This is an optimization exercise on Yosys and OpenROAD, whose aim is small area and a short achievable clock period, not a production implementation.
Where RTL was checked, it was by simulation tests only, not by an equivalence proof against the original.
No activity file was given, so power comes from the tool's default toggle rates.

== north ==
==> flow/design.v <==
module kernel_rom (
    input [1:0] kernel_size,
    input [5:0] addr,
    output [4:0] wcode
);
    localparam [4:0] W0  = 5'b00000,
                     WP1 = 5'b00001, WN1 = 5'b01001,
                     WP2 = 5'b00010, WN2 = 5'b01010,
                     WP4 = 5'b00100, WN4 = 5'b01100,
                     WP3 = 5'b10001, WP6 = 5'b10010;
    reg [4:0] w0, w1;
    always @(*) begin
        case (addr)  
            0, 6: w0 = WP1;
            1, 7: w0 = W0;
            2, 8: w0 = WN1;
            3, 5: w0 = WP2;
            4: w0 = W0;
            default: w0 = WN2;
        endcase
        case (addr)  
            0, 4, 20, 24: w1 = WP1;
            1, 3, 21, 23: w1 = WP2;
            2, 22: w1 = WP4;
            5, 15: w1 = WP3;
            10, 14: w1 = WP6;
            6, 18: w1 = WN1;
            7, 17: w1 = WN2;
            8, 16: w1 = WN4;
            default: w1 = W0;
        endcase
    end
    wire [4:0] w2 = addr[0] ? WN1 : WP1;  
    assign wcode = kernel_size == 2'd0 ? w0 :
                   kernel_size == 2'd1 ? w1 :
                   kernel_size == 2'd2 ? w2 : W0;
endmodule
module pe (
    input [15:0] acc,
    input [10:0] term,
    input dbl,
    input neg,
    output [15:0] sum,
    output c6,
    output c11
);
    wire sgn = term[10];
    wire [10:0] a = acc[10:0];
    wire [10:0] b = term;
    wire [10:0] c = dbl ? {term[9:0], 1'b0} : 11'd0;
    wire [10:0] s = a ^ b ^ c;
    wire [10:0] k = (a & b) | (a & c) | (b & c);
    wire [11:0] y = {k, neg};
    assign {c6, sum[5:0]} = {1'b0, s[5:0]} + {1'b0, y[5:0]};
    assign {c11, sum[10:6]} = {1'b0, s[10:6]} + {1'b0, y[10:6]};
    wire [2:0] d = {2'b00, k[10]} - {2'b00, sgn} - {2'b00, dbl & sgn};
    assign sum[15:11] = acc[15:11] + {{2{d[2]}}, d};
endmodule
module resolve (
    input [15:0] x,
    input c6,
    input c11,
    output [15:0] s
);
    wire [4:0] m = x[10:6];
    wire [4:0] cm;
    assign cm[0] = c6;
    genvar i;
    generate
        for (i = 1; i < 5; i = i + 1) begin : mc
            assign cm[i] = c6 & (&m[i-1:0]);
        end
    endgenerate
    wire mo = c6 & (&m);
    wire [4:0] h = x[15:11];
    wire both = mo & c11;
    wire one = mo ^ c11;
    wire [4:0] t1;
    assign t1[0] = one;
    generate
        for (i = 1; i < 5; i = i + 1) begin : hc
            assign t1[i] = one & (&h[i-1:0]);
        end
    endgenerate
    wire [4:0] h1 = h ^ t1;
    wire [4:0] t2;
    assign t2[0] = 1'b0;
    assign t2[1] = both;
    generate
        for (i = 2; i < 5; i = i + 1) begin : hd
            assign t2[i] = both & (&h1[i-1:1]);
        end
    endgenerate
    assign s = {h1 ^ t2, m ^ cm, x[5:0]};
endmodule
module systolic_array (
    input clk,
    input reset,
    input [1:0] kernel_size,
    input [7:0] pixel_in,
    output [2:0] level
);
    reg [5:0] index;
    reg run_q, live_q, wrp_q;
    reg [2:0] cmp_q;
    reg [9:0] term_q;
    reg neg_q, dbl_q;
    reg [15:0] ps_q;
    reg ps_c6, ps_c11;
    reg signed [15:0] ps_d;
    wire [4:0] wcode;
    kernel_rom kr (.kernel_size(kernel_size), .addr(index), .wcode(wcode));
    wire run = (kernel_size == 2'b00 && index < 9) ||
               (kernel_size == 2'b01 && index < 25) ||
               (kernel_size == 2'b10 && index < 49);
    wire [9:0] px = {{2{pixel_in[7]}}, pixel_in};
    wire [9:0] sh = ({10{wcode[0]}} & px) | ({10{wcode[1]}} & {px[8:0], 1'b0}) |
                    ({10{wcode[2]}} & {px[7:0], 2'b0});
    wire [9:0] term_d = sh ^ {10{wcode[3]}};
    wire [15:0] ps_full;
    resolve rs (.x(ps_q), .c6(ps_c6), .c11(ps_c11), .s(ps_full));
    wire [15:0] partial_sum = run_q ? ps_full : 16'd0;
    wire [15:0] pe_sum;
    wire c6, c11;
    pe pe_inst (.acc(ps_d), .term({term_q[9], term_q}), .dbl(dbl_q), .neg(neg_q),
                .sum(pe_sum), .c6(c6), .c11(c11));
    wire gt200 = ps_d > 16'sd200;
    wire gt500 = ps_d > 16'sd500;
    wire gt1000 = ps_d > 16'sd1000;
    assign level = wrp_q ? {gt1000, gt500, gt200} : cmp_q;
    always @(posedge clk) begin
        term_q <= term_d;
        neg_q <= wcode[3];
        dbl_q <= wcode[4];
        ps_q <= pe_sum;
        ps_c6 <= c6;
        ps_c11 <= c11;
        ps_d <= partial_sum;
    end
    always @(posedge clk or posedge reset) begin
        if (reset) begin
            index <= 0;
            run_q <= 0;
            live_q <= 0;
            wrp_q <= 0;
            cmp_q <= 0;
        end else begin
            live_q <= 1'b1;
            run_q <= run & live_q;
            wrp_q <= !run;
            cmp_q <= level;
            if (run)
                index <= index + 1;
            else
                index <= 0;
        end
    end
endmodule
module cnn_accelerator (
    input clk,
    input reset,
    input [7:0] pixel_in,
    input [1:0] kernel_size,
    output reg detected
);
    wire [2:0] lvl;
    systolic_array sa (
        .clk(clk),
        .reset(reset),
        .kernel_size(kernel_size),
        .pixel_in(pixel_in),
        .level(lvl)
    );
    always @(posedge clk or posedge reset) begin
        if (reset)
            detected <= 0;
        else begin
            case (kernel_size)
                2'b00: detected <= lvl[0];
                2'b01: detected <= lvl[1];
                2'b10: detected <= lvl[2];
                default: detected <= 0;
            endcase
        end
    end
endmodule
Settings: LEC_CHECK=0, ABC_CLOCK_PERIOD_IN_PS=2200, CAP_MARGIN=20, CORE_MARGIN=2, CORE_UTILIZATION=65, CTS_BUF_LIST=sky130_fd_sc_hd__clkbuf_4, SETUP_SLACK_MARGIN=3.8, SLEW_MARGIN=20; clock period 6.0 ns.
run.sh (not shown) runs the stock make flow with config.mk's settings and CLKGATE_MAP_FILE= SYNTH_SCRIPT=/design/flow/synth_recipe.tcl, a recipe that flattens the netlist after the stock synthesis.
The inputs of south differ from those of north as listed below.
-- flow/design.v --
<<< north, line 99
    input [1:0] kernel_size,
    input [7:0] pixel_in,
    output [2:0] level
);
    reg [5:0] index;
    reg run_q, live_q, wrp_q;
    reg [2:0] cmp_q;
    reg [9:0] term_q;
    reg neg_q, dbl_q;
>>> south, line 99
    input [1:0] kernel_size,
    input [7:0] pixel_in,
    output [1:0] level
);
    reg [5:0] index;
    reg run_q, live_q, wrp_q;
    reg [1:0] lvl_q;
    reg [9:0] term_q;
    reg neg_q, dbl_q;
<<< north, line 128
    wire gt500 = ps_d > 16'sd500;
    wire gt1000 = ps_d > 16'sd1000;
    assign level = wrp_q ? {gt1000, gt500, gt200} : cmp_q;
    always @(posedge clk) begin
        term_q <= term_d;
>>> south, line 128
    wire gt500 = ps_d > 16'sd500;
    wire gt1000 = ps_d > 16'sd1000;
    assign level = wrp_q ? {gt500, gt1000 | (gt200 & ~gt500)} : lvl_q;
    always @(posedge clk) begin
        term_q <= term_d;
<<< north, line 144
            live_q <= 0;
            wrp_q <= 0;
            cmp_q <= 0;
        end else begin
            live_q <= 1'b1;
            run_q <= run & live_q;
            wrp_q <= !run;
            cmp_q <= level;
            if (run)
                index <= index + 1;
>>> south, line 144
            live_q <= 0;
            wrp_q <= 0;
            lvl_q <= 0;
        end else begin
            live_q <= 1'b1;
            run_q <= run & live_q;
            wrp_q <= !run;
            lvl_q <= level;
            if (run)
                index <= index + 1;
<<< north, line 164
    output reg detected
);
    wire [2:0] lvl;
    systolic_array sa (
        .clk(clk),
>>> south, line 164
    output reg detected
);
    wire [1:0] lvl;
    systolic_array sa (
        .clk(clk),
<<< north, line 177
        else begin
            case (kernel_size)
                2'b00: detected <= lvl[0];
                2'b01: detected <= lvl[1];
                2'b10: detected <= lvl[2];
                default: detected <= 0;
            endcase
>>> south, line 177
        else begin
            case (kernel_size)
                2'b00: detected <= |lvl;
                2'b01: detected <= lvl[1];
                2'b10: detected <= &lvl;
                default: detected <= 0;
            endcase
### Flow results
Comparing the two runs side by side, south comes out ahead of north on area after synthesis. south: area growth from synthesis to final layout 5.5 points below north. Worst-case reg-to-reg path depth: south > north. Hold slack on south is down relative to north. The total instance count after detailed placement in south is 0.920 times that in north. Against north, design area in south fell by a little under 10%. [compare] base=north new=south: sequential cell count fell by about 1.7%, total of plain and repair buffers excluding clock buffers decreased by 10 relative to the old numbers, period utilization lower. south vs north: width of the die down. Looking only at maximum number of pins on one net before global-route repair, and setting everything else aside, the lower value of north and south goes to north. Summary: with north as the reference, maximum frequency in south moved up by a few percent. south completed end to end with timing, DRC and antenna clean. Comparing north and south, the higher total placed instance area was measured on north. north -> south: area of all sequential standard cells decreased slightly.
Only the layout flow was run in north; the RTL was not checked for function there.

========
Setup of run a:
cnn_accelerator, a different RTL version from the one above (not shown whole).
Size: about 320 cells after synthesis, about 0.0033 mm^2 of cells after synthesis.
==> module pe, before the edit <==
module pe (
    input [15:0] acc,
    input [10:0] term,
    input dbl,
    input neg,
    output [15:0] sum,
    output c6,
    output c11
);
    wire sgn = term[10];
    wire [10:0] a = acc[10:0];
    wire [10:0] b = term;
    wire [10:0] c = dbl ? {term[9:0], 1'b0} : 11'd0;
    wire [10:0] s = a ^ b ^ c;
    wire [10:0] k = (a & b) | (a & c) | (b & c);
    wire [11:0] y = {k, neg};
    assign {c6, sum[5:0]} = {1'b0, s[5:0]} + {1'b0, y[5:0]};
    assign {c11, sum[10:6]} = {1'b0, s[10:6]} + {1'b0, y[10:6]};
    wire [4:0] hi0 = acc[15:11] - {3'b000, dbl & sgn, sgn & ~dbl};
    wire [4:0] hi1 = acc[15:11] + {{4{sgn & dbl}}, ~sgn | dbl};
    assign sum[15:11] = k[10] ? hi1 : hi0;
endmodule
==> module systolic_array, before the edit <==
module systolic_array (
    input clk,
    input reset,
    input [1:0] kernel_size,
    input [7:0] pixel_in,
    output [1:0] level
);
    reg [5:0] index;
    reg run_q, live_q, wrp_q;
    reg [1:0] lvl_q;
    reg [9:0] term_q;
    reg neg_q, dbl_q;
    reg [15:0] ps_q;
    reg ps_c6, ps_c11;
    reg signed [15:0] ps_d;
    wire [4:0] wcode;
    kernel_rom kr (.kernel_size(kernel_size), .addr(index), .wcode(wcode));
    wire run = (kernel_size == 2'b00 && index < 9) ||
               (kernel_size == 2'b01 && index < 25) ||
               (kernel_size == 2'b10 && index < 49);
    wire [9:0] px = {{2{pixel_in[7]}}, pixel_in};
    wire [9:0] sh = ({10{wcode[0]}} & px) | ({10{wcode[1]}} & {px[8:0], 1'b0}) |
                    ({10{wcode[2]}} & {px[7:0], 2'b0});
    wire [9:0] term_d = sh ^ {10{wcode[3]}};
    wire [15:0] ps_full;
    resolve rs (.x(ps_q), .c6(ps_c6), .c11(ps_c11), .s(ps_full));
    wire [15:0] partial_sum = run_q ? ps_full : 16'd0;
    wire [15:0] pe_sum;
    wire c6, c11;
    pe pe_inst (.acc(ps_d), .term({term_q[9], term_q}), .dbl(dbl_q), .neg(neg_q),
                .sum(pe_sum), .c6(c6), .c11(c11));
    wire gt200 = ps_d > 16'sd200;
    wire gt500 = ps_d > 16'sd500;
    wire gt1000 = ps_d > 16'sd1000;
    assign level = wrp_q ? {gt500, gt1000 | (gt200 & ~gt500)} : lvl_q;
    always @(posedge clk) begin
        term_q <= term_d;
        neg_q <= wcode[3];
        dbl_q <= wcode[4];
        ps_q <= pe_sum;
        ps_c6 <= c6;
        ps_c11 <= c11;
        ps_d <= partial_sum;
    end
    always @(posedge clk or posedge reset) begin
        if (reset) begin
            index <= 0;
            run_q <= 0;
            live_q <= 0;
            wrp_q <= 0;
            lvl_q <= 0;
        end else begin
            live_q <= 1'b1;
            run_q <= run & live_q;
            wrp_q <= !run;
            lvl_q <= level;
            if (run)
                index <= index + 1;
            else
                index <= 0;
        end
    end
endmodule
clock: 6.0 ns
lec_check: 0
abc_clock_period_in_ps: 2200
cap_margin: 20
core_margin: 2
core_utilization: 65
cts_buf_list: sky130_fd_sc_hd__clkbuf_4
setup_slack_margin: 3.8
slew_margin: 20
Modified inputs, run b compared to run a
==> flow/design.v, changed modules only <==
module pe (
    input [15:0] acc,
    input [10:0] term,
    input dbl,
    input neg,
    output [15:0] sum,
    output c6,
    output c11
);
    wire sgn = term[10];
    wire [10:0] a = acc[10:0];
    wire [10:0] b = term;
    wire [10:0] c = dbl ? {term[9:0], 1'b0} : 11'd0;
    wire [10:0] s = a ^ b ^ c;
    wire [10:0] k = (a & b) | (a & c) | (b & c);
    wire [11:0] y = {k, neg};
    assign {c6, sum[5:0]} = {1'b0, s[5:0]} + {1'b0, y[5:0]};
    assign {c11, sum[10:6]} = {1'b0, s[10:6]} + {1'b0, y[10:6]};
    wire [2:0] d = {2'b00, k[10]} - {2'b00, sgn} - {2'b00, dbl & sgn};
    assign sum[15:11] = acc[15:11] + {{2{d[2]}}, d};
endmodule
module systolic_array (
    input clk,
    input reset,
    input [1:0] kernel_size,
    input [7:0] pixel_in,
    output [1:0] level
);
    reg [5:0] index;
    reg run_q, live_q;
    reg [1:0] lvl_q;
    reg [9:0] term_q;
    reg neg_q, dbl_q;
    reg [15:0] ps_q;
    reg ps_c6, ps_c11;
    reg signed [15:0] ps_d;
    wire [4:0] wcode;
    kernel_rom kr (.kernel_size(kernel_size), .addr(index), .wcode(wcode));
    wire run = (kernel_size == 2'b00 && index < 9) ||
               (kernel_size == 2'b01 && index < 25) ||
               (kernel_size == 2'b10 && index < 49);
    wire [9:0] px = {{2{pixel_in[7]}}, pixel_in};
    wire [9:0] sh = ({10{wcode[0]}} & px) | ({10{wcode[1]}} & {px[8:0], 1'b0}) |
                    ({10{wcode[2]}} & {px[7:0], 2'b0});
    wire [9:0] term_d = sh ^ {10{wcode[3]}};
    wire [15:0] ps_full;
    resolve rs (.x(ps_q), .c6(ps_c6), .c11(ps_c11), .s(ps_full));
    wire [15:0] partial_sum = run_q ? ps_full : 16'd0;
    wire [15:0] pe_sum;
    wire c6, c11;
    pe pe_inst (.acc(ps_d), .term({term_q[9], term_q}), .dbl(dbl_q), .neg(neg_q),
                .sum(pe_sum), .c6(c6), .c11(c11));
    wire gt200 = ps_d > 16'sd200;
    wire gt500 = ps_d > 16'sd500;
    wire gt1000 = ps_d > 16'sd1000;
    assign level = (live_q & ~run_q) ? {gt500, gt1000 | (gt200 & ~gt500)} : lvl_q;
    always @(posedge clk) begin
        term_q <= term_d;
        neg_q <= wcode[3];
        dbl_q <= wcode[4];
        ps_q <= pe_sum;
        ps_c6 <= c6;
        ps_c11 <= c11;
        ps_d <= partial_sum;
    end
    always @(posedge clk or posedge reset) begin
        if (reset) begin
            index <= 0;
            run_q <= 0;
            live_q <= 0;
            lvl_q <= 0;
        end else begin
            live_q <= 1'b1;
            run_q <= run & live_q;
            lvl_q <= level;
            if (run)
                index <= index + 1;
            else
                index <= 0;
        end
    end
endmodule
Findings:
Library cell contributing the largest single delay on the critical path: or3b_4 -> run b, o32ai_4 -> run a
Summary of the comparison: final worst-path cycle share is higher in run b, relative to run a.
Via count (run b over run a): decrease, 3.0%
Summary: overall power consumption, run b better than run a
Run b ends up with a synthesized cell area that is about 1% higher than in run a.
Run b vs. run a: height of the die went up by about 0.46%.
Going from run a to run b, fraction of the mapped netlist area in adder cells now sits higher; clock-buffer cell count climbed 2; wire length decreased by 3.5% relative to the old numbers.
Changes observed in run b relative to run a: maximum operating frequency saw a decrease; share of final-layout standard cells stronger than drive strength 1 saw a decrease; number of sequential cells saw a decrease.
Function was not checked in any run of this note: the RTL went through the layout flow alone.

[separate check: timing with driven ports]
The results above use ideal ports. As a check the final layouts listed here were re-extracted and re-timed, cells and wires unchanged. Step 1 (the two cells are an assumption about what drives the block):
set clk [get_ports {clk}]
set_driving_cell -lib_cell sky130_fd_sc_hd__clkbuf_16 $clk
set_driving_cell -lib_cell sky130_fd_sc_hd__buf_2 [delete_from_list [all_inputs] $clk]
Step 2 also shifts input and output timing later by t, the mid clock arrival at the registers, as if the neighbouring blocks saw the same clock. a / b / c = ideal / step 1 / step 2; a / b = the first two.
run | t, ns | setup slack, ns | hold slack, ns
north | 0.426 | 3.711 / 3.681 / 3.254 | 0.446 / 0.446 / 0.446
south | 0.423 | 3.844 / 3.840 / 3.417 | 0.441 / 0.441 / 0.441
run a | 0.423 | 3.818 / 3.807 / 3.384 | 0.445 / 0.445 / 0.445
run b | 0.410 | 3.765 / 3.730 / 3.319 | 0.425 / 0.425 / 0.425
After both steps every run listed still meets setup and hold. For north, which loses most, drivers alone change the setup slack by -0.030 ns; drivers and shift together by -0.457 ns.
